Background: an optimization exercise with open tools, aiming at small area, a short achievable clock period and few clock cycles per item. Do not read the settings as production practice. RTL that was checked went through simulation tests only; none was proved equivalent to the original. The RTL of runs 4 and 5 was laid out without a check of its function. Power figures rest on the tool's default switching activity, not on a simulated workload.

--- flow/config.mk ---
export PLATFORM = sky130hd
export DESIGN_NAME = JAM
export DESIGN_NICKNAME = JAM
export VERILOG_FILES = /design/flow/design.v
export SDC_FILE = /design/flow/constraint.sdc
export NUM_CORES = 4
export LEC_CHECK = 0
export CAP_MARGIN = 20
export CORE_MARGIN = 2
export CORE_UTILIZATION = 40
export SETUP_SLACK_MARGIN = 5
export SLEW_MARGIN = 20
--- flow/constraint.sdc ---
create_clock -name core_clock -period 10.0 [get_ports {CLK}]
set_input_delay 2.0000 -clock core_clock [delete_from_list [all_inputs] [get_ports {CLK}]]
set_output_delay 2.0000 -clock core_clock [all_outputs]
set_load 0.01 [all_outputs]
--- flow/design.v ---
module JAM (
input              CLK,
input              RST,
output logic [2:0] W,
output logic [2:0] J,
input        [6:0] Cost,
output logic [3:0] MatchCount,
output logic [8:0] MinCost,
output logic       Valid
);
localparam logic [1:0] PRE  = 2'd0,
                       DFS  = 2'd1,
                       DONE = 2'd2;
logic [1:0] ph;
logic [7:0] c;            
logic       srch;
assign srch = (ph == DFS);
logic [6:0] u  [0:7];     
logic [6:0] v  [0:7];     
logic [2:0] key [0:7];    
logic [2:0] perm [0:7];   
logic [7:0] rm;           
logic [7:0] Z  [0:7];     
logic [3:0] S  [0:7];     
logic [3:0] Tc [0:7];     
logic [6:0] dl [0:7];     
logic [6:0] m;            
logic [2:0] kc;           
logic [3:0] ta;           
logic [2:0] L;            
logic       iv;           
logic [7:0] mask;         
logic [2:0] col [0:6];    
logic [8:0] D   [0:7];    
logic [7:0] minEx;        
logic       found;
logic [3:0] cnt;
logic       ev;
logic [2:0] ew, ej;
logic [7:0] em;
logic [9:0] E;            
logic [6:0] LBr, LBk;     
function automatic logic [2:0] ffs8(input logic [7:0] x);
    logic [2:0] r;
    r = 3'd0;
    for (int k = 7; k >= 0; k--)
        if (x[k]) r = k;
    ffs8 = r;
endfunction
function automatic logic [7:0] above(input logic [2:0] p);
    above = ~((8'd2 << p) - 8'd1);
endfunction
function automatic logic [7:0] low1(input logic [7:0] x);
    low1 = x & ~(x - 8'd1);
endfunction
function automatic logic [3:0] sat4(input logic [6:0] x);
    sat4 = (x > 7'd15) ? 4'd15 : x[3:0];
endfunction
logic [6:0] Cost_r;
logic [2:0] wd;            
logic [5:0] a1, a2, a3;    
logic [7:0] i2;
assign i2 = c - 8'd66;     
logic p1d, p2d, dout;
assign p1d  = (c >= 8'd2)  && (c <= 8'd65);
assign p2d  = (c >= 8'd69) && (c <= 8'd132);
assign dout = (c >= 8'd77);
logic [2:0] ui, vj;
logic [6:0] u_s, v_s;
assign u_s = u[ui];
assign v_s = v[vj];
logic [3:0] kk [0:7];
always_comb
    for (int i = 0; i < 8; i++)
        kk[i] = rm[i] ? {1'b0, key[i]} : 4'd8;
logic [3:0] k01, k23, k45, k67, k03, k47;
logic [2:0] i01, i23, i45, i67, i03, i47, ipick;
assign {k01, i01} = (kk[1] < kk[0]) ? {kk[1], 3'd1} : {kk[0], 3'd0};
assign {k23, i23} = (kk[3] < kk[2]) ? {kk[3], 3'd3} : {kk[2], 3'd2};
assign {k45, i45} = (kk[5] < kk[4]) ? {kk[5], 3'd5} : {kk[4], 3'd4};
assign {k67, i67} = (kk[7] < kk[6]) ? {kk[7], 3'd7} : {kk[6], 3'd6};
assign {k03, i03} = (k23 < k01) ? {k23, i23} : {k01, i01};
assign {k47, i47} = (k67 < k45) ? {k67, i67} : {k45, i45};
assign ipick      = (k47 < k03) ? i47 : i03;
logic [7:0] Joh;               
logic [7:0] mc;
assign mc = mask | Joh;
logic [7:0] Zt [0:7];          
always_comb
    for (int i = 0; i < 8; i++)
        for (int j = 0; j < 8; j++)
            Zt[j][i] = Z[i][j];
logic [7:0] lv_after;          
logic [3:0] gr [0:7];          
logic [3:0] gc [0:7];          
always_comb
    for (int i = 0; i < 8; i++) begin
        gr[i] = (lv_after[i] && ((Z[i] & ~mc) == 8'd0))  ? S[i]  : 4'd0;
        gc[i] = (!mc[i] && ((Zt[i] & lv_after) == 8'd0)) ? Tc[i] : 4'd0;
    end
logic [8:0] Dw;
assign Dw = D[L];
logic [9:0] E_iss;
logic [6:0] LBr_iss, LBk_iss;
logic [4:0] sr01, sr23, sr45, sr67, sk01, sk23, sk45, sk67;
logic [5:0] sr03, sr47, sk03, sk47;
assign E_iss = {1'b0, Dw} + {3'd0, u_s} + {3'd0, v_s};
assign sr01 = {1'b0, gr[0]} + {1'b0, gr[1]};
assign sr23 = {1'b0, gr[2]} + {1'b0, gr[3]};
assign sr45 = {1'b0, gr[4]} + {1'b0, gr[5]};
assign sr67 = {1'b0, gr[6]} + {1'b0, gr[7]};
assign sr03 = {1'b0, sr01} + {1'b0, sr23};
assign sr47 = {1'b0, sr45} + {1'b0, sr67};
assign LBr_iss = {1'b0, sr03} + {1'b0, sr47};
assign sk01 = {1'b0, gc[0]} + {1'b0, gc[1]};
assign sk23 = {1'b0, gc[2]} + {1'b0, gc[3]};
assign sk45 = {1'b0, gc[4]} + {1'b0, gc[5]};
assign sk67 = {1'b0, gc[6]} + {1'b0, gc[7]};
assign sk03 = {1'b0, sk01} + {1'b0, sk23};
assign sk47 = {1'b0, sk45} + {1'b0, sk67};
assign LBk_iss = {1'b0, sk03} + {1'b0, sk47};
logic       skipw;
logic [7:0] okw;
assign skipw = ({5'd0, S[L]} > Dw);
assign okw   = skipw ? Z[L] : 8'hff;
logic [7:0] sib_v, skipped;
assign sib_v   = ~mask & above(J) & okw;
assign skipped = ~mask & above(J) & ~okw;
logic [2:0] pc, Lp;
logic [7:0] pmask, pop_v;
assign Lp    = L - 3'd1;
assign pc    = col[Lp];
assign pmask = mask & ~(8'd1 << pc);
assign pop_v = ~mask & above(pc);
logic [10:0] Tr, Tk, Tm, ex_e;
assign Tr = {1'b0, E} - {4'd0, LBr};
assign Tk = {1'b0, E} - {4'd0, LBk};
assign Tm = (LBr > LBk) ? Tr : Tk;
logic pass_e;
assign pass_e = !Tr[10] && !Tk[10] && ({3'd0, Cost} <= Tr[9:0]) && ({3'd0, Cost} <= Tk[9:0]);
assign ex_e = {4'd0, Cost} - Tm;
logic [9:0] Dn;
assign Dn = E - {3'd0, Cost};
logic [7:0] emd;
assign emd = em | (8'd1 << ej);
logic e_desc, e_leaf;
assign e_desc = srch && ev && pass_e && ew != 3'd7;
assign e_leaf = srch && ev && pass_e && ew == 3'd7;
logic [6:0] r;             
assign r = Cost_r - u_s;
logic [6:0] x, mn;
logic       first;
logic [2:0] kn;
assign x     = p1d ? Cost_r : r;
assign first = p1d ? (a1[2:0] == 3'd0) : (a2[2:0] == 3'd0);
assign mn    = (first || x < m) ? x : m;
assign kn    = (first || x < m) ? 3'd1 : (x == m && kc != 3'd7) ? kc + 3'd1 : kc;
logic [6:0] red;           
assign red = dl[7] - v_s;
logic       rz;
logic [3:0] rs;            
assign rz = (red == 7'd0);
assign rs = rz ? 4'd15 : sat4(red);
logic [7:0] ex_ev, exr, ex_s, exs, ex_min;
assign ex_ev = (srch && ev && !ex_e[10] && ex_e != 11'd0) ? ((ex_e[9:8] != 2'd0) ? 8'hff : ex_e[7:0]) : 8'hff;
assign ex_s  = (srch && iv && !e_desc && skipped != 8'd0) ? 8'({5'd0, S[L]} - Dw) : 8'hff;
always_comb begin
    ex_min = minEx;
    if (exr < ex_min) ex_min = exr;
    if (exs < ex_min) ex_min = exs;
end
logic pre_last, pass_end, fin, acc;
assign pre_last = (ph == PRE) && (c == 8'd140);
assign pass_end = srch && !iv && !ev && L == 3'd0;
assign fin      = pass_end && found;
logic pe;                  
assign acc      = (ph == PRE) && ((c >= 8'd10 && c <= 8'd66  && c[2:0] == 3'd2) ||
                                  (c >= 8'd77 && c <= 8'd133 && c[2:0] == 3'd5));
logic step_sib, step_pop;
assign step_sib = iv && sib_v != 8'd0;
assign step_pop = !step_sib && L != 3'd0;
logic [2:0] L_nx, J_nx, W_nx;
logic [7:0] Joh_nx, la_nx;
always_comb begin
    L_nx   = L;
    J_nx   = J;
    Joh_nx = Joh;
    la_nx  = lv_after;
    if (ph == PRE) begin
        if (pre_last) begin
            L_nx = 3'd0;
            J_nx = 3'd0;
        end else if (c < 8'd63) begin
            {L_nx, J_nx} = 6'(c + 8'd1);
        end else begin
            L_nx = i2[2:0];
            J_nx = i2[5:3];
        end
        Joh_nx = 8'd1 << J_nx;
        la_nx  = 8'hfe;
    end else if (srch) begin
        if (e_desc) begin
            L_nx   = ew + 3'd1;
            J_nx   = ffs8(~emd);
            Joh_nx = low1(~emd);
            la_nx  = above(ew + 3'd1);
        end else if (step_sib) begin
            J_nx   = ffs8(sib_v);
            Joh_nx = low1(sib_v);
        end else if (step_pop) begin
            L_nx   = Lp;
            J_nx   = ffs8(pop_v);
            Joh_nx = low1(pop_v);
            la_nx  = above(Lp);
        end else if (!iv && !ev && !found) begin
            J_nx   = 3'd0;
            Joh_nx = 8'd1;
        end
    end
    if (ph == PRE && c < 8'd63)
        W_nx = L_nx;
    else if (ph == PRE && c >= 8'd66 && c <= 8'd73)
        W_nx = ipick;            
    else
        W_nx = perm[L_nx];
end
always_ff @(posedge CLK) begin
    ui  <= (ph == PRE && !pre_last) ? wd : W_nx;
    wd  <= W;
    Cost_r <= Cost;
    Joh <= Joh_nx;
    lv_after <= la_nx;
    vj <= (ph == PRE && !pre_last) ? 3'((a3 + 6'd1) >> 3) : J_nx;
end
always_ff @(posedge CLK or posedge RST) begin
    if (RST) begin
        ph      <= PRE;
        c       <= 8'd0;
        a1      <= 6'd62;
        a2      <= 6'd59;
        a3      <= 6'd51;
        pe      <= 1'b0;
        L       <= 3'd0;
        W       <= 3'd0;
        J       <= 3'd0;
        iv      <= 1'b0;
        ev      <= 1'b0;
        mask    <= 8'd0;
        minEx   <= 8'hff;
        exr     <= 8'hff;
        exs     <= 8'hff;
        found   <= 1'b0;
        cnt     <= 4'd0;
        MinCost <= 9'd0;
    end else begin
        L <= L_nx;
        W <= W_nx;
        J <= J_nx;
        if (acc || fin)
            MinCost <= MinCost + (fin ? D[0] : {2'd0, m});
        case (ph)
        PRE: begin
            c  <= c + 8'd1;
            a1 <= a1 + 6'd1;
            a2 <= a2 + 6'd1;
            a3 <= a3 + 6'd1;
            if (pre_last) begin
                ph   <= DFS;
                mask <= 8'd0;
                iv   <= 1'b1;
            end
        end
        DFS: begin
            pe    <= pass_end && !pe;
            minEx <= ex_min;
            exr   <= ex_ev;
            exs   <= ex_s;
            if (e_leaf) begin
                found <= 1'b1;
                cnt   <= cnt + 4'd1;
            end
            ev <= !e_desc && iv;
            if (e_desc) begin
                mask <= emd;
                iv   <= 1'b1;
            end else if (step_sib) begin
            end else if (step_pop) begin
                mask <= pmask;
                iv   <= (pop_v != 8'd0);
            end else if (iv || ev) begin
                iv <= 1'b0;    
            end else if (fin) begin
                ph <= DONE;
            end else if (pe) begin
                minEx <= 8'hff;
                mask  <= 8'd0;
                iv    <= 1'b1;
            end
        end
        default: ;
        endcase
    end
end
always_ff @(posedge CLK) begin
    ew  <= L;
    ej  <= J;
    em  <= mask;
    E   <= E_iss;
    LBr <= LBr_iss;
    LBk <= LBk_iss;
    m  <= mn;
    kc <= kn;
    for (int k = 7; k > 0; k--) dl[k] <= dl[k-1];
    dl[0] <= r;
    if (p1d && a1[2:0] == 3'd7) begin
        u[a1[5:3]]   <= mn;
        key[a1[5:3]] <= kn;
    end
    if (p2d && a2[2:0] == 3'd7)
        v[a2[5:3]] <= mn;
    if (c == 8'd65)
        rm <= 8'hff;
    if (ph == PRE && c >= 8'd66 && c <= 8'd73) begin
        perm[i2[2:0]] <= ipick;
        rm[ipick]     <= 1'b0;
    end
    if (ph == PRE && dout) begin
        Z[a3[2:0]][a3[5:3]] <= rz;
        if (a3[5:3] == 3'd0 || rs < S[a3[2:0]])
            S[a3[2:0]] <= rs;
        if (a3[2:0] == 3'd7)
            Tc[a3[5:3]] <= (rs < ta) ? rs : ta;
    end
    ta <= (a3[2:0] == 3'd0 || rs < ta) ? rs : ta;
    if (pre_last)
        D[0] <= 9'd0;
    else if (pass_end && pe && !fin)
        D[0] <= D[0] + {1'b0, minEx};
    if (e_desc) begin
        col[ew]      <= ej;
        D[ew + 3'd1] <= Dn[8:0];
    end
end
assign Valid = (ph == DONE);
assign MatchCount = cnt;
endmodule
--- flow/run.sh ---
#!/bin/bash
# synth_recipe.tcl (not shown) runs the flow's synth.tcl, then flattens the netlist and writes it again
# the make line also repeats each setting of config.mk as NAME=value (left out here)
make -C /OpenROAD-flow-scripts/flow DESIGN_CONFIG=/design/flow/config.mk WORK_HOME=/design/flow/orfs CLKGATE_MAP_FILE= SYNTH_SCRIPT=/design/flow/synth_recipe.tcl finish
==> results of run 1 <==
-- cell families after synthesis --
logic type / after synthesis / share of synthesized area, %
buf+inv: 316 / 3.765
xor+xnor: 105 / 2.898
mux: 170 / 7.977
flops: 613 / 50.89
fa+ha+maj: 258 / 11.20
simple gates: 810 / 11.75
compound gates: 557 / 11.51
-- report_power, final --
group	internal, mW	switching (mW)
registers	2.79	0.0731
clock network	1.59	1.09
logic	0.467	0.670
-- critical path, delay by kind of cell (launching register included) --
family / cells / cell delay [ns]
xor+xnor: 1 / 0.11
buf+inv: 1 / 0.21
simple gates: 3 / 0.27
compound gates: 7 / 1.22
fa+ha+maj: 2 / 0.67
mux: 3 / 1.57
flops: 1 / 0.49
-- timing repair --
item / CTS / global route
setup endpoints to repair: 398 / 320
buffers inserted: 12 / 52
pin swaps: 9 / 30
cloned: 0 / 5
resized for setup: 87 / 115
-- per-layer routing --
metal | track usage (%) | part of all wire [%]
met5 | 0 | 0
met4 | 6.110 | 2.6
met3 | 3.028 | 6.8
met2 | 35.46 | 47
met1 | 30.09 | 43
-- flip-flops by register name, indices dropped and copies added (netlist names), 9 cells and up, named ones only --
name and count:
D 72, E 10, MinCost 9, S 32, Tc 32, Z 63, col 21, dl 56
key 24, perm 24, u 56, v 56
-- stage by stage --
step	area (um^2)	utilization [%]	hold slack [ns]	power (mW)	std cells
6_report	38080	47.12	0.3240	6.685	4050
5_1_grt	38080	47.12	0.3284	6.960	4050
4_1_cts	37070	45.87	0.3228	6.707	3993
3_5_place_dp	34210	42.34	0.3121	3.993	3852
3_3_place_gp	34190	42.31	0.3096	3.978	3850
2_1_floorplan	32780	-	0.3096	3.631	2829
-- placed cells by master, fill, tap and decap left out, types with 29 or more instances in the layout --
master / count
and3_1: 29
mux4_2: 65
dfstp_2: 38
nand2_1: 229
and2_1: 32
nand3_1: 54
o22ai_1: 29
mux2i_1: 47
xnor2_1: 64
clkbuf_16: 77
buf_4: 81
fa_1: 59
o21ai_0: 88
edfxtp_1: 392
xor2_1: 35
nor2_1: 228
dfrtp_1: 41
a21oi_1: 108
ha_1: 196
a22oi_1: 38
mux2_2: 48
a21o_1: 44
inv_1: 210
dfxtp_1: 123
nor3_1: 46
-- final timing paths --
check	startpoint	endpoint	slack, ns
hold reg to reg	dl[3][5]$_DFF_P_	dl[4][5]$_DFF_P_	0.32
min in group asynchronous	RST	W[0]$_DFF_PP0_	1.75
setup / recovery	register	u[1][2]$_DFFE_PP_	5.15
setup reg to reg	register	u[1][2]$_DFFE_PP_	5.15
max in group asynchronous	RST	mask[4]$_DFFE_PP0P_	7.03
hold / removal	dl[3][5]$_DFF_P_	dl[4][5]$_DFF_P_	0.32
-- cell type report --
cell class	instances	area [um^2]	share of cell area, %
Clock buffer	93	1973	5.182
Inverter	222	854.6	2.244
Tap cell	1060	1326	3.483
Multi-Input combinational cell	1901	15550	40.84
Timing Repair Buffer	125	1227	3.224
Clock inverter	36	439.2	1.153
Sequential cell	613	16700	43.87
==> summary.md, run 1 <==
| Metric | Value |
|---|---|
| Run status | timing/DRC/antenna clean |
| Final setup violation count | 0 |
| Die H | 290.2 um |
| Critical path class | register to register |
| Clock Skew | 0.03034 ns |
| Remaining Overflow, GRT | 0 |
| FF-to-FF path depth | 17 |
| Per-cell routed wire length | 23.28 um |
| Fin crit period | 4.854 ns |
| Peak VDD IR | 0.0001529 V |
| Cell Pwr Density | 175.6 nW/um^2 |
| Antenna cells | 0 |
| Asr flop ratio synth | 14.03% |
| Hold Fails Final Rpt | 0 |
| DRT Wirelength | 94.29 mm |
| CP startpoint kind | register |
| Core box area | 80,810 um^2 |
| Clock Tree Root | clkbuf_16 |
| Final number of max-transition violations | 0 |
| Post-Synthesis Net Count | 3,096 |
| Max FO, Critical Path | 17 |
| Nets | 3,200 |
| Top Ports | 29 |
| Pin count of the biggest net entering global routing | 54 |
| Leak | 14.81 nW |
| Remaining antenna violation count | 0 |
| CP endpoint kind | register |
| WP data arrival | 5.16 ns |
| Max cap viols | 0 |
| Vias in the first global route | 22,950 |
| Die Footprint | 84,220 um^2 |
| 1st-iter DRT viols | 2,195 |
| DP HPWL | 68.72 mm |
| Port Buffers | 28 |
| Clock slew at reported path FFs | 0.06 ns |
| Synth area leader | edfxtp_1 |
| Fmax | 206.0 MHz |
| Core Rows | 104 |
| Maximum clock insertion buffer count | 3 |
| Worst hold-check path type | register to register |
| Worst-path cell chain | mux4_2 -> mux2i_1 -> ha_1 -> a21o_1 -> a21o_1 -> a21o_1 -> a21oi_1 -> xnor2_1 -> nand2_1 -> nand2_1 -> ha_1 -> o21ai_0 -> nand2b_1 -> a21oi_1 -> a311oi_4 -> buf_4 -> mux2_2 |
| Final Worst Setup Slack | 5.146 ns |
| First-pass GRT wire length | 140.4 mm |
| Yosys top cell area share | 35.93% |
| Synth warnings | 6 |
| Post-synthesis cell area | 32,770 um^2 |
| CP required | 10.31 ns |
| Unique masters post-synth | 93 |
| Post-synth EDFFs | 392 |
| Htree depth | 3 |
| Synth-to-layout area growth | 16.21% |
| Synth top area cells | edfxtp_1, dfxtp_1, ha_1, mux4_2, dfrtp_1 |
| Initial antenna violation count | 0 |
| Pre-CTS setup slack | 3.643 ns |
| Commonest cells post-synth | edfxtp_1, nor2_1, nand2_1 |
| Total negative slack | 0 ns |
| RSZ-0062 raised after global routing | yes |
| Die width | 290.2 um |
| Post-CTS Hold Fix Bufs | 0 |
| Clock Latency Late Sink | 0.63 ns |
| CP most frequent cell | a21o_1 |
| Slew margin rel. | 30.06% |
| 1st-pass router iterations | 6 |
| GRT Util Overall | 21.66% |
| Post-synth top flop | edfxtp_1 |
| Vias post-DR | 23,210 |
| Seq cells post-synth | 613 |
| Sequential-to-total area share from yosys stat | 50.89% |
| Hold depth | 0 |
| CP max stage delay | 0.53 ns |
| Ratio of cells with drive above 1 in the final layout | 17.56% |
| CTS tree | done |
| GPL Wtd Cong | 0.9112 |
| Critical path's slowest cell | mux4_2 |
| Period utilisation layout | 48.54% |
| Synthesized area per cell | 11.58 um^2 |
| Cell with the most instances after synthesis | edfxtp_1 |
| Initial Util | 40.55% |
| # DRC | 0 |
| Worst slew pin tran | 1.049 ns |
| Post-Synthesis Cells | 2,829 |
| Filler Cell Count | 7,173 |
| CTS buffer count | 70 |
| Clock sink count | 613 |
| Number of vias per cell | 5.731 |
Testbench counts, summed over its fixed seeds: cycles 6,631, jobs 24.
==> run 2: changes to the inputs <==
--- a/flow/config.mk
+++ b/flow/config.mk
@@ -8,5 +8,5 @@
 export CAP_MARGIN = 20
 export CORE_MARGIN = 2
-export CORE_UTILIZATION = 40
+export CORE_UTILIZATION = 65
 export SETUP_SLACK_MARGIN = 5
 export SLEW_MARGIN = 20
==> run 2 against run 1 <==
Effect of this change: clock power fell by 9.0%; cell count fell by 10%; combinational power barely moved; routed wire length fell by 4.3%; largest power group unchanged; synthesized cell count did not move; still clean; design area fell by 2.0%; utilization rose by 28 points; maximum frequency fell by 0.41%.
==> summary.md, run 2 <==
| Metric | Value |
|---|---|
| Max FO, Critical Path | 8 (-9) |
| Synthesized area per cell | 11.58 um^2 (unchanged) |
| Die width | 228.5 um (-21%) |
| Fmax | 205.2 MHz (-0.41%) |
| Ratio of cells with drive above 1 in the final layout | 17.66% (+0.10 points) |
| Synth-to-layout area growth | 13.90% |
| Final setup violation count | 0 (unchanged) |
| 1st-iter DRT viols | 2,646 (+21%) |
| GPL Wtd Cong | 0.9554 (+4.9%) |
| CP startpoint kind | register |
| Worst hold-check path type | register to register |
| CP max stage delay | 0.42 ns (-0.11 ns) |
| Cell Pwr Density | 173.0 nW/um^2 (-1.5%) |
| Nets | 3,183 (-0.53%) |
| Die Footprint | 52,220 um^2 (-38%) |
| Period utilisation layout | 48.74% (+0.20 points) |
| Worst slew pin tran | 1.054 ns (+0.004998 ns) |
| # DRC | 0 (unchanged) |
| Most flops, register | D |
| Post-synth top flop | edfxtp_1 |
| Total negative slack | 0 ns (unchanged) |
| Max cap viols | 0 (unchanged) |
| Vias post-DR | 23,760 (+2.4%) |
| CTS buffer count | 61 (-13%) |
| Worst-path cell chain | and2_1 -> ha_1 -> inv_1 -> a31oi_1 -> o21ai_0 -> a21oi_2 -> nor2_4 -> buf_4 -> mux2_2 -> o21ai_0 -> a21oi_4 -> a21o_1 -> ha_1 -> a211o_1 -> nor3b_2 -> a41oi_2 -> a211oi_2 -> a31o_2 -> clkinvlp_4 -> ha_4 -> nand2_2 -> o22a_1 |
| Maximum clock insertion buffer count | 3 (unchanged) |
| Clock Skew | 0.01902 ns (-0.01132 ns) |
| Final number of max-transition violations | 0 (unchanged) |
| Synth warnings | 6 (unchanged) |
| Per-cell routed wire length | 24.79 um (+6.5%) |
| Critical path class | register to register |
| Post-synth EDFFs | 392 (unchanged) |
| Top Metal Used | met4 |
| PnR Total Power | 6.454 mW (-3.4%) |
| Clock slew at reported path FFs | 0.06 ns (about the same) |
| Post-synthesis cell area | 32,770 um^2 (unchanged) |
| Core Rows | 82 (-21%) |
| DP HPWL | 64.42 mm (-6.3%) |
| Filler Cell Count | 3,315 (-54%) |
| Hold Fails Final Rpt | 0 (unchanged) |
| RSZ-0062 raised after global routing | no |
| Asr flop ratio synth | 14.03% (unchanged) |
| Synth top area cells | edfxtp_1, dfxtp_1, ha_1, mux4_2, dfrtp_1 |
| Number of vias per cell | 6.529 (+14%) |
| Synth area leader | edfxtp_1 |
| Clock Tree Root | clkbuf_16 |
| First-pass GRT wire length | 137.2 mm (-2.3%) |
| Commonest cells post-synth | edfxtp_1, nor2_1, nand2_1 |
| WP data arrival | 5.45 ns (+0.29 ns) |
| Remaining Overflow, GRT | 0 (unchanged) |
| CP required | 10.57 ns (+0.26 ns) |
| Seq cells post-synth | 613 (unchanged) |
| Cell with the most instances after synthesis | edfxtp_1 |
| Routed metal-1 wire length | 36.22 mm (-12%) |
| Htree depth | 2 (-1) |
| Initial antenna violation count | 0 (unchanged) |
| 1st-pass router iterations | 7 (+1) |
| Slew margin rel. | 29.47% (-0.59 points) |
| Port Buffers | 28 (unchanged) |
| Most frequent cells in the layout | edfxtp_1, nor2_1, nand2_1, inv_1, ha_1 |
| Post-Synthesis Net Count | 3,096 (unchanged) |
| Met3 WL post-DR | 8.912 mm (+40%) |
| CTS tree | done |
| Post-Synthesis Cells | 2,829 (unchanged) |
| Post-CTS Hold Fix Bufs | 0 (unchanged) |
| Core box area | 49,970 um^2 (-38%) |
| Remaining antenna violation count | 0 (unchanged) |
| Top Ports | 29 (unchanged) |
| Peak VDD IR | 0.0001523 V (-0.40%) |
| Run status | timing/DRC/antenna clean |
| CP endpoint kind | register |
| Antenna cells | 0 (unchanged) |
| Critical path's slowest cell | dfxtp_1 |
| Unique masters post-synth | 93 (unchanged) |
| Largest register FFs | 72 (unchanged) |
| DRT Wirelength | 90.22 mm (-4.3%) |
| Vias in the first global route | 23,510 (+2.4%) |
| Pin count of the biggest net entering global routing | 62 (+15%) |
| Fin crit period | 4.874 ns (+0.01997 ns) |
| Commonest non-fill, non-tap cell in the layout | edfxtp_1 |
| Die H | 228.5 um (-21%) |
| Yosys top cell area share | 35.93% (unchanged) |
| GRT Util Overall | 34.21% (+13 points) |
| Sequential-to-total area share from yosys stat | 50.89% (unchanged) |
| Leak | 14.59 nW (-1.5%) |
| Clock sink count | 613 (unchanged) |
| Met2 wire len | 41.68 mm (-6.3%) |
| Clock Latency Late Sink | 0.65 ns (+0.02 ns) |
| Initial Util | 65.58% (+25 points) |
-- run 2: cells by family after synthesis --
kind of cell	synth area share [%]
fa+ha+maj	11.20
buf+inv	3.765
mux	7.977
xor+xnor	2.898
flops	50.89
simple gates	11.75
compound gates	11.51
-- run 2: stage by stage --
stage	area (um^2)	cells	hold slack, ns	setup slack, ns	util [%]
final	37320	3639	0.3224	5.126	74.69
after global routing	37320	3639	0.3294	4.904	74.69
after CTS	36490	3598	0.3256	5.001	73.02
after detailed placement	33710	3462	0.3121	3.443	67.46
after global placement	33710	3462	0.3095	3.611	67.46
after floorplan	32780	2829	0.3096	5.022	-
-- run 2: routing by layer --
metal	up-vias	track usage (%)
met3	231	6.786
li1	10530	-
met5	-	0
met4	0	10.99
met2	1327	54.23
met1	11670	47.95
-- run 2: final timing paths --
| kind | slack [ns] | endpoint | depth (start not counted) | startpoint |
|---|---|---|---|---|
| min in group asynchronous | 1.72 | W[2]$_DFF_PP0_ | 2 | RST |
| setup reg to reg | 5.13 | rm[3]$_DFF_P_ | 22 | rm[1]$_DFF_P_ |
| setup / recovery | 5.13 | rm[3]$_DFF_P_ | 22 | rm[1]$_DFF_P_ |
| hold / removal | 0.32 | dl[1][4]$_DFF_P_ | 0 | dl[0][4]$_DFF_P_ |
| hold reg to reg | 0.32 | dl[1][4]$_DFF_P_ | 0 | dl[0][4]$_DFF_P_ |
| max in group asynchronous | 7.07 | a3[3]$_DFFE_PP0P_ | 3 | RST |
-- run 2: critical path: cells and delay by family, from the launching register on --
kind | cells | cell delay [ns]
muxes | 1 | 0.33
and+or+nand+nor | 4 | 0.60
AOI/OAI and AO/OA | 11 | 2.20
adders and majority gates | 3 | 0.77
buffers and inverters | 3 | 0.48
DFF | 1 | 0.42
-- run 2: timing repair --
action / CTS / global route
gates resized for setup: 108 / 120
buffers inserted: 21 / 40
gates cloned: 1 / 1
endpoints found under the setup margin: 450 / 305
pin swaps: 8 / 39
-- run 2: where the power goes --
group	switching (mW)	internal [mW]	total [mW]
logic	0.676	0.469	1.15
registers	0.0751	2.79	2.87
clock network	1.01	1.42	2.44
-- run 2: cell type report --
class | count | area, um^2 | share of cell area (%)
well taps | 672 | 840.8 | 2.253
inverters | 222 | 858.3 | 2.300
clock buffers | 83 | 1808 | 4.845
flip-flops and latches | 613 | 16710 | 44.79
repair buffers | 117 | 1033 | 2.769
clock inverters | 31 | 340.3 | 0.9120
multi-input cells | 1901 | 15720 | 42.13
==> run 3: changes to the inputs <==
--- a/flow/config.mk
+++ b/flow/config.mk
@@ -8,5 +8,4 @@
 export CAP_MARGIN = 20
 export CORE_MARGIN = 2
-export CORE_UTILIZATION = 65
-export SETUP_SLACK_MARGIN = 5
+export CORE_UTILIZATION = 40
 export SLEW_MARGIN = 20
==> run 3 against run 2 <==
Effect of this change: maximum frequency decreased by 23%; area after synthesis unchanged; cell count increased by 9.3%; global-route usage decreased by 13 points; register-to-register slack got worse by 1.4 ns; power increased by 2.9%.
==> summary.md, run 3 <==
| Metric | Value |
|---|---|
| Post-synth EDFFs | 392 (unchanged) |
| Max FO, Critical Path | 14 (+6) |
| Cell with the most instances after synthesis | edfxtp_1 |
| Remaining antenna violation count | 0 (unchanged) |
| Seq cells post-synth | 613 (unchanged) |
| Buf/Inv on CP | 0 (-3) |
| Synth area leader | edfxtp_1 |
| RSZ-0062 raised after global routing | no |
| CP startpoint kind | register |
| Die Footprint | 84,220 um^2 (+61%) |
| CTS buffer count | 70 (+15%) |
| Setup bufs post-CTS | 0 (-100%) |
| Synth top area cells | edfxtp_1, dfxtp_1, ha_1, mux4_2, dfrtp_1 |
| 1st-iter DRT viols | 2,374 (-10%) |
| Htree depth | 3 (+1) |
| Clock sink count | 613 (unchanged) |
| Fmax | 158.3 MHz (-23%) |
| Slew margin rel. | 22.40% (-7.1 points) |
| Worst-path cell chain | mux4_2 -> mux2i_1 -> ha_1 -> a21o_1 -> a21oi_1 -> o21bai_1 -> a21oi_1 -> xor3_1 -> or2_2 -> nor3b_1 -> nand2_1 -> ha_1 -> o211ai_1 -> a31oi_1 -> o41a_1 -> nor2_1 |
| Clk pwr share | 40.2% (+2.4 points) |
| 1st-pass router iterations | 6 (-1) |
| Die width | 290.2 um (+27%) |
| Post-Synth Simple-Gate Area | 11.75% (unchanged) |
| GR Util met1 | 29.33% (-19 points) |
| Largest delay share family, worst path | simple AND/OR/NAND/NOR gates |
| GR Util met2 | 34.75% (-19 points) |
| Largest register FFs | 72 (unchanged) |
| Mux cell area share after synthesis | 7.977% (unchanged) |
| Hold Fails Final Rpt | 0 (unchanged) |
| Worst slew pin tran | 1.156 ns (+0.1016 ns) |
| Initial antenna violation count | 0 (unchanged) |
| Combinational power share | 16.6% (-1.2 points) |
| GRT Util Overall | 21.28% (-13 points) |
| Leak | 14.18 nW (-2.8%) |
| Unique masters post-synth | 93 (unchanged) |
| GPL Wtd Cong | 0.9191 (-3.8%) |
| Pin count of the biggest net entering global routing | 58 (-6.5%) |
| # DRC | 0 (unchanged) |
| Yosys top cell area share | 35.93% (unchanged) |
| Final Non-Filler Cells | 3,979 (+9.3%) |
| CP endpoint kind | register |
| CTS tree | done |
| Net switching power | 1.816 mW (+2.8%) |
| Maximum clock insertion buffer count | 3 (unchanged) |
| Vias post-DR | 22,740 (-4.3%) |
| Die H | 290.2 um (+27%) |
| Post-synthesis cell area | 32,770 um^2 (unchanged) |
| Synth-to-layout area growth | 11.84% |
| Final number of max-transition violations | 0 (unchanged) |
| Max cap viols | 0 (unchanged) |
| Post-CTS Hold Fix Bufs | 0 (unchanged) |
| Initial Util | 40.55% (-25 points) |
| WP data arrival | 6.58 ns (+1.13 ns) |
| Met3 Track Usage GR | 3.151% (-3.6 points) |
| Commonest non-fill, non-tap cell in the layout | edfxtp_1 |
| Largest family of logic cells by synthesized area | simple AND/OR/NAND/NOR gates |
| Cell Pwr Density | 181.2 nW/um^2 (+4.8%) |
| Remaining Overflow, GRT | 0 (unchanged) |
| Peak VDD IR | 0.0001032 V (-32%) |
| Post-synth top flop | edfxtp_1 |
| First-pass GRT wire length | 138.3 mm (+0.85%) |
| Flop pwr share | 43.3% (-1.2 points) |
| Synth Area in Adders | 11.20% (unchanged) |
| Switch share | 27.34% (about the same) |
| Clock Latency Late Sink | 0.62 ns (-0.03 ns) |
| Fin crit period | 6.316 ns (+1.442 ns) |
| Number of vias per cell | 5.715 (-12%) |
| Compound-Gate Fraction of Synth Area | 11.51% (unchanged) |
| Sequential-to-total area share from yosys stat | 50.89% (unchanged) |
| PostCTS Resize Cnt | 0 (-100%) |
| Post-Synthesis Cells | 2,829 (unchanged) |
| Critical path's slowest cell | dfxtp_1 |
| Run status | timing/DRC/antenna clean |
| Antenna cells | 0 (unchanged) |
| Post-Synthesis Net Count | 3,096 (unchanged) |
| DP HPWL | 67.68 mm (+5.1%) |
| Worst hold-check path type | register to register |
| Internal | 4.825 mW (+2.9%) |
| Final setup violation count | 0 (unchanged) |
| CP max stage delay | 0.94 ns (+0.52 ns) |
| Port Buffers | 28 (unchanged) |
| Most flops, register | D |
| Top Ports | 29 (unchanged) |
| Core box area | 80,810 um^2 (+62%) |
| DRT Wirelength | 90.58 mm (+0.40%) |
| Asr flop ratio synth | 14.03% (unchanged) |
| Post-Synth XOR/XNOR Area | 2.898% (unchanged) |
| Clock Tree Root | clkbuf_16 |
| Commonest cells post-synth | edfxtp_1, nor2_1, nand2_1 |
| Critical path class | register to register |
| Synth warnings | 6 (unchanged) |
| Vias in the first global route | 23,100 (-1.7%) |
| CP required | 10.27 ns (-0.30 ns) |
| Clock slew at reported path FFs | 0.06 ns (about the same) |
| Per-cell routed wire length | 22.76 um (-8.2%) |
| Core Rows | 104 (+27%) |
| Nets | 3,129 (-1.7%) |
| Most Used Layer, Global Route | met2 |
| Ratio of cells with drive above 1 in the final layout | 11.82% (-5.8 points) |
| Synthesized area per cell | 11.58 um^2 (unchanged) |
| Total negative slack | 0 ns (unchanged) |
| Period utilisation layout | 63.16% (+14 points) |
| Clock Skew | 0.02683 ns (+0.007807 ns) |
| Most frequent cells in the layout | edfxtp_1, nor2_1, nand2_1, inv_1, ha_1 |
| Dpl cells | 3,850 (+11%) |
==> run 3: power by group through the flow <==
stage | Clock [mW] | Sequential, mW | Combinational, mW
after global placement | 0 | 2.92 | 1.06
after global routing | 2.81 | 2.88 | 1.21
final | 2.67 | 2.87 | 1.10
after floorplan | 0 | 2.89 | 0.740
after CTS | 2.72 | 2.87 | 1.09
after detailed placement | 0 | 2.92 | 1.08
==> run 3: kinds of logic (layout without fill, tap and decap cells) <==
group	Yosys count	in the layout
simple gates	810	810
compound gates	557	557
buf+inv	316	406
flops	613	613
fa+ha+maj	258	258
mux	170	170
xor+xnor	105	105
==> run 3: through the flow <==
step,setup slack [ns],power (mW),cell area [um^2],hold slack (ns),utilization (%)
2_1_floorplan,4.470,3.631,32770,0.3096,-
3_3_place_gp,3.577,3.987,34190,0.3102,42.31
3_5_place_dp,3.572,4.008,34200,0.3121,42.32
4_1_cts,3.604,6.689,36610,0.3128,45.30
5_1_grt,3.294,6.906,36650,0.3180,45.35
6_report,3.684,6.641,36650,0.3221,45.35
==> run 3: final timing paths <==
kind	from	end	slack (ns)	cells past startpoint
worst max-delay path	register	S[6][0]$_DFFE_PP_	3.68	16
worst min-delay path	dl[4][4]$_DFF_P_	dl[5][4]$_DFF_P_	0.32	0
worst max register to register	register	S[6][0]$_DFFE_PP_	3.68	16
worst min register to register	dl[4][4]$_DFF_P_	dl[5][4]$_DFF_P_	0.32	0
max in group asynchronous	RST	L[1]$_DFF_PP0_	7.03	3
min in group asynchronous	RST	c[1]$_DFFE_PP0P_	1.75	2
==> run 3: cell type report <==
class | instances | area, um^2
Clock buffer | 86 | 1863
Sequential cell | 613 | 16680
Fill cell | 7277 | 44160
Inverter | 222 | 835.8
Timing Repair Buffer | 55 | 483.0
Tap cell | 1060 | 1326
Clock inverter | 43 | 545.5
Multi-Input combinational cell | 1900 | 14910
==> run 3: layer usage <==
metal	routed length, um	part of all wire (%)	vias to the layer above
li1	-	-	10410
met1	40130	44	11340
met2	42370	47	829
met3	5560	6.1	165
met4	2514	2.8	0
met5	0	0	-
==> run 4: changes to the inputs <==
--- a/flow/design.v
+++ b/flow/design.v
@@ -41,4 +41,5 @@
 logic [9:0] E;            
 logic [6:0] LBr, LBk;     
+logic [3:0] Sn;           
 function automatic logic [2:0] ffs8(input logic [7:0] x);
     logic [2:0] r;
@@ -58,5 +59,4 @@
 endfunction
 logic [6:0] Cost_r;
-logic [2:0] wd;            
 logic [5:0] a1, a2, a3;    
 logic [7:0] i2;
@@ -65,5 +65,5 @@
 assign p1d  = (c >= 8'd2)  && (c <= 8'd65);
 assign p2d  = (c >= 8'd69) && (c <= 8'd132);
-assign dout = (c >= 8'd77);
+assign dout = (c >= 8'd78);
 logic [2:0] ui, vj;
 logic [6:0] u_s, v_s;
@@ -120,8 +120,7 @@
 assign sk47 = {1'b0, sk45} + {1'b0, sk67};
 assign LBk_iss = {1'b0, sk03} + {1'b0, sk47};
-logic       skipw;
+logic [7:0] skb;
 logic [7:0] okw;
-assign skipw = ({5'd0, S[L]} > Dw);
-assign okw   = skipw ? Z[L] : 8'hff;
+assign okw = skb[L] ? Z[L] : 8'hff;
 logic [7:0] sib_v, skipped;
 assign sib_v   = ~mask & above(J) & okw;
@@ -142,4 +141,10 @@
 logic [9:0] Dn;
 assign Dn = E - {3'd0, Cost};
+logic [9:0] Tsk;
+logic       sk_e;
+assign Tsk  = E - {6'd0, Sn};
+assign sk_e = Tsk[9] || ({3'd0, Cost} > Tsk);
+logic [8:0] D0n;
+assign D0n = D[0] + {1'b0, minEx};
 logic [7:0] emd;
 assign emd = em | (8'd1 << ej);
@@ -147,19 +152,18 @@
 assign e_desc = srch && ev && pass_e && ew != 3'd7;
 assign e_leaf = srch && ev && pass_e && ew == 3'd7;
-logic [6:0] r;             
-assign r = Cost_r - u_s;
+logic [6:0] rr;            
 logic [6:0] x, mn;
 logic       first;
 logic [2:0] kn;
-assign x     = p1d ? Cost_r : r;
+assign x     = p1d ? Cost_r : rr;
 assign first = p1d ? (a1[2:0] == 3'd0) : (a2[2:0] == 3'd0);
 assign mn    = (first || x < m) ? x : m;
 assign kn    = (first || x < m) ? 3'd1 : (x == m && kc != 3'd7) ? kc + 3'd1 : kc;
-logic [6:0] red;           
+logic [6:0] red, redr;     
 assign red = dl[7] - v_s;
 logic       rz;
 logic [3:0] rs;            
-assign rz = (red == 7'd0);
-assign rs = rz ? 4'd15 : sat4(red);
+assign rz = (redr == 7'd0);
+assign rs = rz ? 4'd15 : sat4(redr);
 logic [7:0] ex_ev, exr, ex_s, exs, ex_min;
 assign ex_ev = (srch && ev && !ex_e[10] && ex_e != 11'd0) ? ((ex_e[9:8] != 2'd0) ? 8'hff : ex_e[7:0]) : 8'hff;
@@ -171,5 +175,5 @@
 end
 logic pre_last, pass_end, fin, acc;
-assign pre_last = (ph == PRE) && (c == 8'd140);
+assign pre_last = (ph == PRE) && (c == 8'd141);
 assign pass_end = srch && !iv && !ev && L == 3'd0;
 assign fin      = pass_end && found;
@@ -180,4 +184,7 @@
 assign step_sib = iv && sib_v != 8'd0;
 assign step_pop = !step_sib && L != 3'd0;
+logic [2:0] pw_d, pw_p;
+assign pw_d = perm[ew + 3'd1];
+assign pw_p = perm[Lp];
 logic [2:0] L_nx, J_nx, W_nx;
 logic [7:0] Joh_nx, la_nx;
@@ -223,13 +230,13 @@
         W_nx = ipick;            
     else
-        W_nx = perm[L_nx];
+        W_nx = (srch && e_desc) ? pw_d : (srch && step_pop && !step_sib) ? pw_p : perm[L_nx];
 end
 always_ff @(posedge CLK) begin
-    ui  <= (ph == PRE && !pre_last) ? wd : W_nx;
-    wd  <= W;
+    ui  <= (ph == PRE && !pre_last) ? W : W_nx;
+    rr  <= Cost - u_s;
     Cost_r <= Cost;
     Joh <= Joh_nx;
     lv_after <= la_nx;
-    vj <= (ph == PRE && !pre_last) ? 3'((a3 + 6'd1) >> 3) : J_nx;
+    vj <= (ph == PRE && !pre_last) ? 3'((a3 + 6'd2) >> 3) : J_nx;
 end
 always_ff @(posedge CLK or posedge RST) begin
@@ -239,5 +246,5 @@
         a1      <= 6'd62;
         a2      <= 6'd59;
-        a3      <= 6'd51;
+        a3      <= 6'd50;
         pe      <= 1'b0;
         L       <= 3'd0;
@@ -258,5 +265,5 @@
         J <= J_nx;
         if (acc || fin)
-            MinCost <= MinCost + (fin ? D[0] : {2'd0, m});
+            MinCost <= MinCost + ((ph == PRE) ? {2'd0, m} : D[0]);
         case (ph)
         PRE: begin
@@ -308,9 +315,11 @@
     E   <= E_iss;
     LBr <= LBr_iss;
+    Sn  <= S[L + 3'd1];
     LBk <= LBk_iss;
     m  <= mn;
+    redr <= red;
     kc <= kn;
     for (int k = 7; k > 0; k--) dl[k] <= dl[k-1];
-    dl[0] <= r;
+    dl[0] <= rr;
     if (p1d && a1[2:0] == 3'd7) begin
         u[a1[5:3]]   <= mn;
@@ -333,11 +342,17 @@
     end
     ta <= (a3[2:0] == 3'd0 || rs < ta) ? rs : ta;
-    if (pre_last)
-        D[0] <= 9'd0;
-    else if (pass_end && pe && !fin)
-        D[0] <= D[0] + {1'b0, minEx};
-    if (e_desc) begin
-        col[ew]      <= ej;
-        D[ew + 3'd1] <= Dn[8:0];
+    if (pre_last) begin
+        D[0]   <= 9'd0;
+        skb[0] <= 1'b1;
+    end else if (pass_end && pe && !fin) begin
+        D[0]   <= D0n;
+        skb[0] <= ({5'd0, S[0]} > D0n);
+    end
+    if (srch && ev) begin
+        col[ew] <= ej;
+        if (ew != 3'd7) begin
+            D[ew + 3'd1]   <= Dn[8:0];
+            skb[ew + 3'd1] <= sk_e;
+        end
     end
 end
--- a/flow/config.mk
+++ b/flow/config.mk
@@ -9,3 +9,4 @@
 export CORE_MARGIN = 2
 export CORE_UTILIZATION = 40
+export SETUP_SLACK_MARGIN = 5
 export SLEW_MARGIN = 20
==> run 4 against run 3 <==
Effect of this change: largest power group unchanged; global-route usage down 0.86 points; die area up 5.2%; clock-buffer cell count up 12; critical endpoint is now LBr[6]$_DFF_P_; non-clock buffer count up 42; first-iteration DRC count up 3.2%; synthesized cell count up 6.3%; still clean on timing, DRC and antenna; cell count up 7.5%; utilization up 0.75 points; hold slack worse by 0.0024 ns; design area up 7.3%; routed wire length up 0.98%; area after synthesis up 5.3%.
==> summary.md, run 4 <==
| Metric | Value |
|---|---|
| Post-Synthesis Net Count | 3,295 (+6.4%) |
| Number of vias per cell | 5.556 (-2.8%) |
| Vias post-DR | 23,770 (+4.5%) |
| CTS buffer count | 74 (+5.7%) |
| Compound-Gate Fraction of Synth Area | 11.43% (-0.085 points) |
| Most frequent cells in the layout | edfxtp_1, nor2_1, inv_1, ha_1, nand2_1 |
| Remaining Overflow, GRT | 0 (unchanged) |
| Post-Synthesis Cells | 3,007 (+6.3%) |
| Clock slew at reported path FFs | 0.06 ns (about the same) |
| Most flops, register | D |
| Seq cells post-synth | 636 (+3.8%) |
| Clock Skew | 0.02307 ns (-0.003762 ns) |
| Synth-to-layout area growth | 13.99% |
| Unique masters post-synth | 89 (-4.3%) |
| Clk pwr share | 40.1% (about the same) |
| Final number of max-transition violations | 0 (unchanged) |
| Internal | 5.212 mW (+8.0%) |
| Commonest cells post-synth | edfxtp_1, nor2_1, inv_1 |
| DP HPWL | 67.15 mm (-0.78%) |
| Synth warnings | 6 (unchanged) |
| FF-to-FF path depth | 17 (+1) |
| Yosys top cell area share | 34.74% (-1.2 points) |
| Htree depth | 3 (unchanged) |
| Post-route cell area | 39,310 um^2 (+7.3%) |
| Initial Util | 40.44% (-0.11 points) |
| Total negative slack | 0 ns (unchanged) |
| 1st-pass router iterations | 6 (unchanged) |
| Ratio of cells with drive above 1 in the final layout | 13.84% (+2.0 points) |
| Critical path's slowest cell | dfrtp_1 |
| Die H | 297.6 um (+2.6%) |
| Critical path class | register to register |
| Worst-path cell chain | nor2_2 -> a22o_1 -> a221oi_1 -> and4_1 -> and2_1 -> ha_1 -> fa_1 -> inv_1 -> fa_1 -> inv_1 -> fa_1 -> ha_1 -> inv_1 -> fa_1 -> nor2b_1 -> o21ai_0 -> nand2b_1 |
| Top Ports | 29 (unchanged) |
| Switch share | 28.14% (+0.80 points) |
| Min-delay src | dl[3][3]$_DFF_P_ |
| Leak | 14.88 nW (+5.0%) |
| Hold depth | 0 (unchanged) |
| DRT Wirelength | 91.46 mm (+0.98%) |
| GRT Util Overall | 20.42% (-0.86 points) |
| Cell with the most instances after synthesis | edfxtp_1 |
| Largest delay share family, worst path | adder cells |
| Largest register FFs | 72 (unchanged) |
| Max cap viols | 0 (unchanged) |
| Post-Synth XOR/XNOR Area | 2.928% (+0.029 points) |
| RSZ-0062 raised after global routing | yes |
| Hold endpoint | dl[4][3]$_DFF_P_ |
| Sequential-to-total area share from yosys stat | 49.88% (-1.0 points) |
| Synth top area cells | edfxtp_1, dfxtp_1, ha_1, mux4_2, dfrtp_1 |
| First-pass GRT wire length | 139.7 mm (+1.0%) |
| Die Footprint | 88,580 um^2 (+5.2%) |
| Combinational power share | 18.2% (+1.6 points) |
| Flop pwr share | 41.7% (-1.6 points) |
| Synthesized area per cell | 11.47 um^2 (-0.98%) |
| Core Rows | 107 (+2.9%) |
| Clock Tree Root | clkbuf_16 |
| Mux cell area share after synthesis | 8.595% (+0.62 points) |
| Cell Pwr Density | 184.5 nW/um^2 (+1.8%) |
| Port Buffers | 28 (unchanged) |
| CP startpoint kind | register |
| Initial antenna violation count | 1 (+1) |
| 1st-iter DRT viols | 2,449 (+3.2%) |
| Largest family of logic cells by synthesized area | simple AND/OR/NAND/NOR gates |
| R2R setup slack | 5.10 ns (+1.41 ns) |
| Synth area leader | edfxtp_1 |
| Period utilisation layout | 49.02% (-14 points) |
| CP max stage delay | 0.55 ns (-0.39 ns) |
| Remaining antenna violation count | 0 (unchanged) |
| Post-Synth Simple-Gate Area | 11.85% (+0.099 points) |
| Core box area | 85,280 um^2 (+5.5%) |
| Nets | 3,361 (+7.4%) |
| Asr flop ratio synth | 13.52% (-0.51 points) |
| Worst slew pin tran | 1.081 ns (-0.07477 ns) |
| Synth Area in Adders | 11.43% (+0.22 points) |
| Placement Cell Area | 36,160 um^2 (+5.8%) |
| Vias in the first global route | 23,320 (+0.95%) |
| Final setup violation count | 0 (unchanged) |
| Pin count of the biggest net entering global routing | 52 (-10%) |
| Post-synth top flop | edfxtp_1 |
| Post-synthesis cell area | 34,490 um^2 (+5.3%) |
| CP required | 10.57 ns (+0.30 ns) |
| Clock Latency Late Sink | 0.64 ns (+0.02 ns) |
| Clock sink count | 636 (+3.8%) |
| Worst hold-check path type | register to register |
| Post-synth EDFFs | 399 (+1.8%) |
| Maximum clock insertion buffer count | 3 (unchanged) |
| Peak VDD IR | 0.0001180 V (+14%) |
| Slew margin rel. | 25.87% (+3.5 points) |
| Fin crit period | 4.902 ns (-1.414 ns) |
| WP data arrival | 5.47 ns (-1.11 ns) |
| CTS tree | done |
| Run status | timing/DRC/antenna clean |
| Net switching power | 2.041 mW (+12%) |
| CP most frequent cell | fa_1 |
| Hold Fails Final Rpt | 0 (unchanged) |
| # DRC | 0 (unchanged) |
| RR Startpoint | mask[6]$_DFFE_PP0P_ |
| Fmax | 204.0 MHz (+29%) |
| Antenna cells | 0 (unchanged) |
| CP endpoint kind | register |
| Critical R2R Capture | LBr[6]$_DFF_P_ |
| Commonest non-fill, non-tap cell in the layout | edfxtp_1 |
| Per-cell routed wire length | 21.37 um (-6.1%) |
| Max FO, Critical Path | 8 (-6) |
| Die width | 297.6 um (+2.6%) |
| Post-CTS Hold Fix Bufs | 0 (unchanged) |
| Buf/Inv on CP | 3 (+3) |
| GPL Wtd Cong | 0.8886 (-3.3%) |
## run 4: repair_timing
item | in CTS | in global routing
setup endpoints to repair | 94 | 200
pin swaps | 6 | 13
resized for setup | 22 | 56
buffers inserted | 8 | 16
## run 4: cell type report
| class | instances | area, um^2 |
|---|---|---|
| clock buffer | 98 | 2086 |
| clock inverter | 40 | 601.8 |
| fill | 7715 | 45970 |
| inverter | 241 | 919.6 |
| multi-input combinational | 2023 | 16230 |
| sequential | 636 | 17220 |
| tap | 1144 | 1431 |
| timing repair buffer | 97 | 818.3 |
## run 4: cells by family after synthesis
family                     count (synthesis)
adders and majority gates                279
muxes                                    187
and+or+nand+nor                          853
AOI/OAI and AO/OA                        592
buffers and inverters                    348
DFF                                      636
xor gates and xnor gates                 112
## run 4: how the worst max path moves through the flow
stage	cells past startpoint	slack, ns	end	startpoint
3_3_place_gp	14	3.83	W[1]$_DFF_PP0_	Cost[5]
3_5_place_dp	14	3.77	W[1]$_DFF_PP0_	Cost[5]
4_1_cts	15	5.00	register	Cost[6]
2_1_floorplan	20	5.13	u[0][3]$_DFFE_PP_	c[0]$_DFFE_PP0P_
5_1_grt	26	4.88	rm[6]$_DFF_P_	key[5][1]$_DFFE_PP_
6_report	17	5.10	LBr[6]$_DFF_P_	mask[6]$_DFFE_PP0P_
## run 4: stage by stage
step                hold slack [ns]  util, %  cells  setup slack (ns)  power, mW
floorplan                    0.3096        -   3007             5.129      3.938
finish                       0.3197    46.10   4279             5.098      7.254
detailed placement           0.3121    42.41   4117             3.773      4.358
global placement             0.3108    42.39   4116             3.832      4.345
CTS                          0.3227    45.72   4263             5.002      7.283
global route                 0.3330    46.10   4279             4.879      7.587
## run 4: routing by layer
| metal | up-vias | GRT usage [%] | routed length [um] |
|---|---|---|---|
| li1 | 11110 | - | - |
| met1 | 11730 | 29.50 | 42400 |
| met2 | 773 | 31.52 | 40560 |
| met3 | 154 | 3.214 | 5915 |
| met4 | 0 | 6.277 | 2581 |
| met5 | - | 0 | 0 |
## run 4: power groups by stage
stage          sequential (mW)  clock, mW  combinational [mW]
4_1_cts                   3.03       2.96                1.30
2_1_floorplan             3.02          0               0.921
3_5_place_dp              3.08          0                1.28
3_3_place_gp              3.08          0                1.27
5_1_grt                   3.04       3.07                1.48
6_report                  3.02       2.91                1.32
==> run 5: changes to the inputs <==
==> flow/flow/run.sh (new file) <==
#!/bin/bash
set -euo pipefail
bash standard.sh SETUP_SLACK_MARGIN=6 finish > layout.log 2>&1
==> flow/standard.sh (new file) <==
#!/bin/bash
# synth_recipe.tcl (not shown) runs the flow's synth.tcl, then flattens the netlist and writes it again
# the make line also repeats each setting of config.mk as NAME=value (left out here)
make -C /OpenROAD-flow-scripts/flow DESIGN_CONFIG=/design/flow/config.mk WORK_HOME=/design/flow/orfs CLKGATE_MAP_FILE= SYNTH_SCRIPT=/design/flow/synth_recipe.tcl "${@:-finish}"
removed: flow/run.sh
==> run 5 against run 4 <==
Effect of this change: still clean on timing, DRC and antenna; critical path depth rose by 6; utilization rose by 4.0 points; sequential share of layout area fell by 3.3 points.
==> summary.md, run 5 <==
| Metric | Value |
|---|---|
| GRT Util Overall | 22.23% (+1.8 points) |
| Period utilisation layout | 44.65% (-4.4 points) |
| Core Rows | 107 (unchanged) |
| Worst slew pin tran | 1.159 ns (+0.07778 ns) |
| Ratio of cells with drive above 1 in the final layout | 27.32% (+13 points) |
| GPL Wtd Cong | 0.9385 (+5.6%) |
| Number of vias per cell | 5.713 (+2.8%) |
| Yosys top cell area share | 34.74% (unchanged) |
| Largest family of logic cells by synthesized area | simple AND/OR/NAND/NOR gates |
| Post-synth top flop | edfxtp_1 |
| Antenna cells | 0 (unchanged) |
| Clock Skew | 0.02756 ns (+0.004493 ns) |
| Pin count of the biggest net entering global routing | 59 (+13%) |
| Remaining Overflow, GRT | 0 (unchanged) |
| DP HPWL | 71.26 mm (+6.1%) |
| CP most frequent cell | ha_4 |
| Final setup violation count | 0 (unchanged) |
| Worst-path cell chain | nand2_4 -> ha_4 -> inv_2 -> a31oi_1 -> o41a_1 -> a31oi_2 -> ha_2 -> o21ai_2 -> a21oi_2 -> a21oi_2 -> inv_2 -> nor2_2 -> a21o_1 -> ha_4 -> a21oi_4 -> nor2b_4 -> o2111ai_2 -> and2_4 -> o31ai_4 -> ha_4 -> xnor2_4 -> nand3_2 -> o22a_1 |
| Die H | 297.6 um (unchanged) |
| 1st-pass router iterations | 8 (+2) |
| Post-synth EDFFs | 399 (unchanged) |
| Asr flop ratio synth | 13.52% (unchanged) |
| Die Footprint | 88,580 um^2 (unchanged) |
| Clock Latency Late Sink | 0.63 ns (about the same) |
| Post-Synth XOR/XNOR Area | 2.928% (unchanged) |
| Synthesized area per cell | 11.47 um^2 (unchanged) |
| Most frequent cells in the layout | edfxtp_1, nor2_1, inv_1, nand2_1, ha_1 |
| Top Ports | 29 (unchanged) |
| # DRC | 0 (unchanged) |
| Fin crit period | 4.465 ns (-0.4371 ns) |
| Leak | 15.96 nW (+7.2%) |
| Max cap viols | 0 (unchanged) |
| Dpl cells | 4,104 (-0.32%) |
| Synth warnings | 6 (unchanged) |
| Synth-to-layout area growth | 23.76% |
| Post-synthesis cell area | 34,490 um^2 (unchanged) |
| Post-Synthesis Cells | 3,007 (unchanged) |
| RSZ-0062 raised after global routing | yes |
| Commonest non-fill, non-tap cell in the layout | edfxtp_1 |
| Mux cell area share after synthesis | 8.595% (unchanged) |
| DRT Wirelength | 101.8 mm (+11%) |
| Core box area | 85,280 um^2 (unchanged) |
| CTS tree | done |
| Critical path class | register to register |
| Synth top area cells | edfxtp_1, dfxtp_1, ha_1, mux4_2, dfrtp_1 |
| Cell Pwr Density | 179.1 nW/um^2 (-2.9%) |
| Worst hold-check path type | register to register |
| WP data arrival | 4.97 ns (-0.50 ns) |
| Largest register FFs | 72 (unchanged) |
| Pre-CTS setup slack | 3.747 ns (-0.02653 ns) |
| CP max stage delay | 0.55 ns (about the same) |
| CP startpoint kind | register |
| Clock Tree Root | clkbuf_16 |
| Unique masters post-synth | 89 (unchanged) |
| Post-Synthesis Net Count | 3,295 (unchanged) |
| Remaining antenna violation count | 0 (unchanged) |
| Sequential-to-total area share from yosys stat | 49.88% (unchanged) |
| Final core utilization | 50.05% (+4.0 points) |
| Run status | timing/DRC/antenna clean |
| Hold depth | 0 (unchanged) |
| Synth area leader | edfxtp_1 |
| Maximum clock insertion buffer count | 3 (unchanged) |
| Slew margin rel. | 22.75% (-3.1 points) |
| Most flops, register | D |
| Final Worst Setup Slack | 5.535 ns (+0.4371 ns) |
| Clock slew at reported path FFs | 0.06 ns (about the same) |
| CTS buffer count | 72 (-2.7%) |
| Compound-Gate Fraction of Synth Area | 11.43% (unchanged) |
| Total negative slack | 0 ns (unchanged) |
| Final Non-Filler Cells | 4,431 (+3.6%) |
| Max FO, Critical Path | 6 (-2) |
| FF-to-FF path depth | 23 (+6) |
| 1st-iter DRT viols | 2,169 (-11%) |
| CP required | 10.50 ns (-0.07 ns) |
| CP endpoint kind | register |
| Cell with the most instances after synthesis | edfxtp_1 |
| Nets | 3,518 (+4.7%) |
| Htree depth | 3 (unchanged) |
| Critical path's slowest cell | o41a_1 |
| Initial antenna violation count | 0 (-1) |
| Peak VDD IR | 0.0001420 V (+20%) |
| Post-Synth Simple-Gate Area | 11.85% (unchanged) |
| First-pass GRT wire length | 152.0 mm (+8.8%) |
| Post-CTS Hold Fix Bufs | 0 (unchanged) |
| Hold Fails Final Rpt | 0 (unchanged) |
| Seq cells post-synth | 636 (unchanged) |
| Synth Area in Adders | 11.43% (unchanged) |
| Commonest cells post-synth | edfxtp_1, nor2_1, inv_1 |
| Final number of max-transition violations | 0 (unchanged) |
| Clock sink count | 636 (unchanged) |
| Die width | 297.6 um (unchanged) |
| Vias in the first global route | 25,560 (+9.6%) |
| Port Buffers | 28 (unchanged) |
| Vias post-DR | 25,310 (+6.5%) |
| Initial Util | 40.44% (unchanged) |
| Fmax | 224.0 MHz (+9.8%) |
| Per-cell routed wire length | 22.96 um (+7.4%) |
-- run 5: power breakdown --
| group | leakage (nW) | internal (mW) | total (mW) | switching, mW |
|---|---|---|---|---|
| registers | 5.59 | 2.91 | 3.03 | 0.118 |
| clock network | 1.22 | 1.67 | 2.79 | 1.12 |
| logic | 9.15 | 0.877 | 1.83 | 0.956 |
-- run 5: layout make-up --
| cell class | instances | area (um^2) |
|---|---|---|
| tap | 1144 | 1431 |
| sequential | 636 | 17290 |
| multi-input combinational | 2026 | 17980 |
| clock buffer | 93 | 2004 |
| inverter | 241 | 967.2 |
| clock inverter | 38 | 500.5 |
| timing repair buffer | 253 | 2512 |
| fill | 7319 | 42600 |
-- run 5: cells by family after synthesis --
kind of cell	count (synthesis)
xor+xnor	112
simple gates	853
compound gates	592
fa+ha+maj	279
flops	636
buf+inv	348
mux	187
-- run 5: path summary, 6_finish.rpt --
check                                    start           endpoint  slack [ns]
max                        key[0][1]$_DFFE_PP_      rm[4]$_DFF_P_        5.53
min                           dl[4][0]$_DFF_P_   dl[5][0]$_DFF_P_        0.32
max reg2reg                key[0][1]$_DFFE_PP_      rm[4]$_DFF_P_        5.53
min reg2reg                   dl[4][0]$_DFF_P_   dl[5][0]$_DFF_P_        0.32
max in group asynchronous                  RST  ph[0]$_DFFE_PP0P_        6.74
min in group asynchronous                  RST   c[0]$_DFFE_PP0P_        1.91
-- run 5: repair_timing --
item / in CTS / in global routing
resized for setup: 293 / 224
pin swaps: 115 / 106
cloned: 6 / 6
endpoints found under the setup margin: 331 / 304
buffers inserted: 121 / 63
-- run 5: through the flow --
step	instance area, um^2	hold slack (ns)	power, mW
4_1_cts	41110	0.3204	7.450
6_report	42680	0.3224	7.645
3_5_place_dp	36640	0.3121	4.455
5_1_grt	42680	0.3295	7.955
3_3_place_gp	36620	0.3102	4.410
2_1_floorplan	35250	0.3096	4.009
-- run 5: critical path, delay by kind of cell (launching register included) --
kind	cells	cell delay, ns
buffers and inverters	2	0.12
adder cells (fa/ha/maj)	4	0.95
AO/OA/AOI/OAI	11	2.06
flip-flops	1	0.44
AND/OR/NAND/NOR	5	0.64
XOR/XNOR	1	0.15
-- run 5: per-layer routing --
metal  wire, um  vias to the layer above  GRT usage, %  share of wire (%)
li1           -                    11440             -                  -
met1      43120                    12760         29.59                 42
met2      48650                      895         36.66                 48
met3       6455                      218         3.367                6.3
met4       3525                        0         8.405                3.5
met5          0                        -             0                  0

what the ideal ports hide:
Ports are ideal in the flow. The routed layouts listed here were re-timed in OpenROAD.
Step 1 (the two cells are an assumption about what drives the block):
set clk [get_ports {CLK}]
set_driving_cell -lib_cell sky130_fd_sc_hd__clkbuf_16 $clk
set_driving_cell -lib_cell sky130_fd_sc_hd__buf_2 [delete_from_list [all_inputs] $clk]
Step 2 times the ports against the registers' clock, not the clock port: input delays grow and output delays shrink by t, the midpoint of the rising clock arrivals with the driver on.
Slacks: no drivers / after step 1 / after step 2; pairs: no drivers / after step 1.
run	t, ns	setup WS [ns]	worst setup path at the end
run 1	0.683	5.146 / 5.146 / 4.524	input to register
run 2	0.700	5.126 / 5.126 / 4.569	input to register
run 3	0.669	3.684 / 3.684 / 3.581	input to register
run 4	0.697	5.098 / 5.098 / 4.546	input to register
run 5	0.683	5.535 / 5.535 / 4.954	input to register
After both steps setup and hold are still met in every run listed. For run 1, which loses most, drivers alone change the setup slack by 0.000 ns; drivers and shift together by -0.622 ns.
